Source: an optimization exercise on an open RTL-to-GDS flow (aim: small area and a short achievable clock period). Production flows keep margins and buffers that such runs may drop. In this exercise RTL edits were held to simulation tests only and were not proved equivalent to the original. No driver is modelled on the clock port, so clocking that relies on it looks cheaper here than on a real chip. Power and IR drop assume default switching activity.

==> flow/design.v (outline; a module is shown in full before it is edited, if it fits) <==
// module rv32i_sc: 139 lines
// module rf_read: 16 lines
// module rf_dec: 26 lines
// module rf_red: 15 lines
// module agu_unit: 417 lines
// module g_inv: 3 lines
// module g_nand2: 3 lines
// module g_nor2: 3 lines
// module g_xor2: 3 lines
// module g_nand3: 3 lines
// module g_nor3: 3 lines
// module g_nand4: 3 lines
// module g_aoi21: 3 lines
// module g_oai21: 3 lines
// module g_mux2i: 3 lines
// module alu_add: 496 lines
// module g_xnor2: 3 lines
// module g_maj3n: 3 lines
// module g_aoi21n: 3 lines
// module rf_aoi222: 6 lines
module rv32i_sc (
	input  logic        clk, rst_n,
	output logic [31:0] imem_addr,
	input  logic [31:0] imem_rdata,
	output logic [31:0] dmem_addr,
	output logic [31:0] dmem_wdata,
	output logic        dmem_we,
	input  logic [31:0] dmem_rdata,
	input  logic        SW_Src,
	input  logic [7:0]  io,
	output logic [31:0] out_read
);
  // ...
==> flow/flow/run.sh <==
#!/bin/bash
# The standard ORFS layout (the standard.sh) with two changes: timing
# repair aims for 7 ns of setup slack, and ports are buffered with buf_2.
# make's output goes to standard.log here; ORFS keeps each step's log under orfs/logs.
set -euo pipefail
bash standard.sh SETUP_SLACK_MARGIN=7 "BUFFER_PORTS_ARGS=-buffer_cell sky130_fd_sc_hd__buf_2" finish > standard.log 2>&1
==> flow/standard.sh <==
#!/bin/bash
# synth_recipe.tcl (not shown) runs the flow's synth.tcl, then flattens the netlist and writes it again
# the make line also repeats each setting of config.mk as NAME=value (left out here)
make -C /OpenROAD-flow-scripts/flow DESIGN_CONFIG=/design/flow/config.mk WORK_HOME=/design/flow/orfs CLKGATE_MAP_FILE= SYNTH_SCRIPT=/design/flow/synth_recipe.tcl "${@:-finish}"
==> flow/config.mk <==
export PLATFORM = sky130hd
export DESIGN_NAME = rv32i_sc
export DESIGN_NICKNAME = rv32i_sc
export VERILOG_FILES = /design/flow/design.v
export SDC_FILE = /design/flow/constraint.sdc
export NUM_CORES = 4
export LEC_CHECK = 0
export CAP_MARGIN = 20
export CORE_MARGIN = 2
export CORE_UTILIZATION = 55
export CTS_BUF_LIST = sky130_fd_sc_hd__clkbuf_16
export CTS_CLUSTER_DIAMETER = 120
export CTS_CLUSTER_SIZE = 24
export SLEW_MARGIN = 20
export SYNTH_HIERARCHICAL = 1
==> flow/constraint.sdc <==
create_clock -name core_clock -period 18.0 [get_ports {clk}]
set_input_delay 3.6000 -clock core_clock [delete_from_list [all_inputs] [get_ports {clk}]]
set_output_delay 3.6000 -clock core_clock [all_outputs]
set_load 0.01 [all_outputs]
==> flow_summary.toml, run 1 <==
[layout]
n_fill_cell = 8087
signal_buffers = 547
final_area_mm2 = 0.0661
stdcell_count = 6578

[die]
row_count = 118
design.core.area_mm2 = 0.103

[pwr]
seq-power_w = 0.00316
p_leak_nw = 23.8

[clock_tree]
htreeDepth = 2
numCtsBuffers = 52
ctsResizeCount = 104

[setup_path]
cp_data_required_time_ns = 14.40
crit_chain = "buf_12 > buf_4 > buf_4 > nand3_4 > nor3_4 > buf_12 > a222oi_1 > nand4_1 > nor3_4 > buf_6 > nand2_4 > a21oi_4 > o21ai_4 > a21oi_2 > buf_4 > o21ai_2 > a21oi_2 > xor2_2 > buf_6 > nor2_4 > buf_6"
path_buf_inv = 8
path_max_fanout = 7
crit_path_start_kind = "input port"
crit_cells = 21
cp_top_family = "simple AND/OR/NAND/NOR gates"

[placed_design]
place_area_mm2 = 0.0617

[detailed_routing]
ant_nets = 0
top_layer = "met5"
vias = 52200
wl_per_cell_um = 41.5

[outcome]
status = "no timing/DRC/antenna violations"

[synth]
synth_cell_types = 85
yosys.area_share.simple_pct = 12.2

[global_route]
grt_pass1_wl_um = 359000
grt_pass1_vias = 46300
grt_use_total_pct = 48.4
overflow = 0

[sta]
max_freq_ghz = 0.0893
clock_skew_ns = 0.0682
==> run 2: changes to the inputs <==
==> flow/flow/run.sh (replaced) <==
#!/bin/bash
# The standard ORFS layout (the standard.sh) with these changes: timing
# repair aims for 7 ns of setup slack, ports are buffered with buf_2, and after
# CTS one more setup repair runs to the same target with more iterations.
# Each tool's output goes to its own log here; ORFS keeps each step's log under orfs/logs.
set -euo pipefail
ARGS=(SETUP_SLACK_MARGIN=7 "BUFFER_PORTS_ARGS=-buffer_cell sky130_fd_sc_hd__buf_2")
bash standard.sh "${ARGS[@]}" cts > standard_cts.log 2>&1
openroad -no_init -exit flow/repair.tcl > repair.log 2>&1
bash standard.sh "${ARGS[@]}" finish > standard.log 2>&1
==> flow/flow/repair.tcl (new file) <==
# Extra setup repair after CTS: the same target as the flow's own repair
# (7 ns of setup slack), with more iterations; then legalize and save.
set base orfs/results/sky130hd/rv32i_sc/base
read_liberty $::env(FLOW_HOME)/platforms/sky130hd/lib/sky130_fd_sc_hd__tt_025C_1v80.lib
read_db $base/4_cts.odb
read_sdc $base/4_cts.sdc
source $::env(FLOW_HOME)/platforms/sky130hd/setRC.tcl
set_dont_use [list sky130_fd_sc_hd__probe_p_8 sky130_fd_sc_hd__probec_p_8 sky130_fd_sc_hd__lpflow_*]
estimate_parasitics -placement
report_worst_slack -max
report_design_area
repair_timing -setup -setup_margin 7 -repair_tns 100 -max_iterations 3000 -match_cell_footprint -verbose
detailed_placement
check_placement -verbose
estimate_parasitics -placement
report_worst_slack -max
report_design_area
write_db $base/4_cts.odb
==> flow_summary.toml, run 2 <==
[pwr]
p_sw_w = 0.00276
vdd_ir_drop_max_uv = 102
internal_power_w = 0.00433
combPwrFrac_pct = 36.3
power_switching_share_pct = 38.9
power_w = 0.00709
power.density_mw_per_mm2 = 106
clkPwrFrac_pct = 19.2
p_leak_nw = 24.0
pwr-share-seq_pct = 44.5

[clock_tree]
htreeDepth = 2
numCtsBuffers = 52
hold_buffers = 0
cts-root-buf = "clkbuf_16"
numClockSinks = 1086
clk_latency_ns = 0.78
cts_buffer_depth = 3
cts_tree = "built"
clk_pin_slew_ns = 0.10

[detailed_routing]
vias = 52300
drt-initial-drc-count = 13500
wl_per_cell_um = 41.6
ant_nets = 0
drt-total-wl_um = 274000
drc = 0
first_pass_iters = 14
drt-vias-per-instance = 7.95

[synth]
synth_cell_types = 85
yosysTopAreaCell = "edfxtp_1"
ys_async_sr_fraction_pct = 8.66
netlist_top_cells_area = "edfxtp_1 52%, a222oi_1 11%, dfrtp_1 4.1%, nor3_2 2.8%, nand4_1 2.3%"
synth-seq-area-share_pct = 56.2
syn_inst = 4683
synthFlopType = "edfxtp_1"
synth_fp_nets = 4853
synth-seq-cells = 1086
yosysWarnings = 7
synth_common_cells = "992 x edfxtp_1, 645 x a222oi_1, 342 x nand2_1, 306 x nor2_1, 239 x inv_1"
synth_area_mm2 = 0.0572
synth_most_common_cell = "edfxtp_1"
synth_top_area_share_pct = 52.1
synth.avg_cell_area_um2 = 12.2
synth-edff-count = 992

[global_route]
grt_use_total_pct = 48.5
overflow = 0
grt_max_degree = 65
grt_pass1_vias = 46400
grt_antenna_before_repair = 11
grt_pass1_wl_um = 360000

[sta]
clock_skew_ns = 0.0689
setup_ws_ns = 6.77
finalSetupViolations = 0
worstMarginPinSlew_ns = 1.28
finalCritPeriodShare_pct = 62.4
maxSlewViolCount = 0
period_needed_ns = 11.23
max_freq_ghz = 0.0891
hold_violations = 0
maxSlewHeadroom_pct = 13.8
fin_tns_setup_ns = 0
rsz0062_at_grt = "true"

[die]
die_h_um = 326
design.core.area_mm2 = 0.103
die_w_um = 326
die_area_mm2 = 0.107
top_level_ports = 204
row_count = 118
start_util_pct = 55.3

[layout]
top_register = "regs"
layout.nets = 5351
reg_top3 = "regs: 992 flops, out_read: 32 flops"
drive_above_1_share_pct = 23.0
area_delta_synth_final_pct = 16.4
final_common_cell = "edfxtp_1"
utilization_pct = 64.4
largest_register_ff_count = 992
final_cell_mix = "992 x edfxtp_1, 645 x a222oi_1, 320 x nand2_1"
final_area_mm2 = 0.0666

[setup_path]
cp_top_family = "simple AND/OR/NAND/NOR gates"
path_max_fanout = 16
setup.worst_path.end = "dmem_addr[25]"
arrival_ns = 7.63
path_common_cell = "a21oi_2"
critPathLaunch = "imem_rdata[16]"
reg2reg_setup_slack_ns = 10.22
cp_slowest_cell = "nand4_1"
rr_startpoint = "valid[22]"
path_buf_inv = 6
slowest_delay_ns = 0.51
reg2regPathDepth = 30
end_kind = "primary output"
worstSetupPathType = "in2out"
cp_data_required_time_ns = 14.40
crit_chain = "buf_12 > clkinvlp_4 > nand3_4 > buf_6 > nor3_4 > buf_4 > clkbuf_16 > a222oi_1 > nand4_1 > nor3_4 > nand2_2 > a21oi_2 > o21ai_1 > a21oi_2 > o21ai_2 > a21oi_2 > xor2_2 > nor2_1 > buf_2"
crit_path_start_kind = "input port"
crit_cells = 19
r2r-end = "pc[30]"

[placed_design]
numPortBuffers = 200
place_area_mm2 = 0.0617
hpwlAfterDp_um = 174000
dp_slack_ns = 5.90
gp_congestion = 1.08

[outcome]
status = "no timing/DRC/antenna violations"

[worst_hold_path]
hp-class = "reg2reg"

[flow_run]
maxCapViolCount = 0
==> run 2: cell counts after synthesis <==
Identical to the previous run, type by type.
==> run 2: worst min-delay path by stage <==
stage	endpoint	depth (start not counted)	slack, ns	start
4_1_cts	valid[9]	1	0.50	valid[9]
2_1_floorplan	valid[10]	1	0.46	valid[10]
3_3_place_gp	valid[10]	1	0.48	valid[10]
5_1_grt	valid[9]	1	0.52	valid[9]
3_5_place_dp	valid[1]	1	0.48	valid[1]
6_report	valid[28]	1	0.51	valid[28]
==> run 2: worst reg2reg max path, delay by kind of cell (launching register included) <==
family / cells / cell delay [ns]
and+or+nand+nor: 8 / 2.12
buffers and inverters: 7 / 1.53
DFF: 1 / 0.41
AOI/OAI and AO/OA: 12 / 2.92
xor gates and xnor gates: 3 / 0.71
==> run 2: power by group through the flow <==
stage	sequential (W)	combinational, W	clock (W)
floorplan	0.00319	0.00125	0
global placement	0.00321	0.00227	0
detailed placement	0.00321	0.00228	0
CTS	0.00315	0.00236	0.00134
global route	0.00316	0.00263	0.00143
finish	0.00316	0.00257	0.00136
==> run 2: per-module statistics from Yosys, one instance, submodules excluded, excerpt <==
| module | flip-flops and latches | times used | cells inside | area, µm² |
|---|---|---|---|---|
| g_xnor2 | 0 | 31 | 1 | 8.76 |
| rf_aoi222 | 0 | 640 | 1 | 10.0 |
| g_nand2 | 0 | 212 | 1 | 3.75 |
| g_mux2i | 0 | 8 | 1 | 10.0 |
| g_nand4 | 0 | 192 | 1 | 6.26 |
| g_aoi21 | 0 | 110 | 1 | 8.76 |
| g_nor2 | 0 | 150 | 1 | 3.75 |
| g_nand3 | 0 | 112 | 1 | 5.00 |
| g_xor2 | 0 | 96 | 1 | 8.76 |
| g_aoi21n | 0 | 15 | 2 | 12.5 |
| g_nor3 | 0 | 158 | 1 | 10.0 |
| g_oai21 | 0 | 79 | 1 | 5.00 |
| g_maj3n | 0 | 1 | 3 | 18.8 |
==> run 2: timing repair <==
action                     CTS  global route
setup buffers               48           107
pin swaps                   64           129
setup endpoints to repair   83            81
resized for setup          104           161
cloned                       0            15
hold endpoints to repair     0             0
==> run 2: cell type report <==
class,instances,area [µm²]
fill,8010,36800
sequential,1086,32100
multi-input combinational,3225,25400
timing repair buffer,567,4850
tap,1380,1730
clock buffer,52,1300
inverter,249,952
clock inverter,19,180
antenna,8,20.0
==> run 2: cells by family after synthesis <==
group                    Yosys count  share of synthesized area [%]
AND/OR/NAND/NOR                 1308                           12.2
flip-flops                      1086                           56.2
XOR/XNOR                         214                           3.28
other                              1                        0.00656
buffers and inverters            372                           2.52
multiplexers                     138                           2.98
adder cells (fa/ha/maj)           96                           2.11
AO/OA/AOI/OAI                   1468                           20.8
==> run 2: metrics by stage <==
| stage | std cells | hold slack [ns] |
|---|---|---|
| 6_report | 6586 | 0.508 |
| 5_1_grt | 6580 | 0.516 |
| 4_1_cts | 6450 | 0.504 |
| 3_5_place_dp | 6331 | 0.480 |
| 3_3_place_gp | 6331 | 0.478 |
| 2_1_floorplan | 4683 | 0.463 |
==> run 2: per-layer routing <==
metal | vias to the layer above | GRT usage, % | routed length (µm) | share of wire [%]
li1 | 20600 | - | - | -
met1 | 25300 | 58.1 | 84900 | 31
met5 | - | 0.355 | 607 | 0.22
met3 | 1266 | 16.5 | 44500 | 16
met2 | 5174 | 71.2 | 113000 | 41
met4 | 10 | 39.4 | 30800 | 11

-- re-timing with driven ports --
No port has a modelled driver above. Below, the same layouts with a new extraction and two added sets of constraints.
Step 1: set_driving_cell puts a clkbuf_16 on clk and a buf_2 on each other input, an assumption about the parent block.
Step 2 also shifts input and output timing later by t, the mid clock arrival at the registers, as if the neighbouring blocks saw the same clock.
Three values: ideal, step 1, step 2; two values: the first two.
| run | t (ns) | setup slack, ns | worst slew at a driven data input, ns |
|---|---|---|---|
| run 1 | 0.799 | 6.802 / 6.668 / 6.109 | 0.20 |
| run 2 | 0.815 | 6.773 / 6.625 / 6.210 | 0.22 |
After both steps setup and hold are still met in every run listed. For run 1, which loses most, drivers alone change the setup slack by -0.134 ns; drivers and shift together by -0.693 ns.
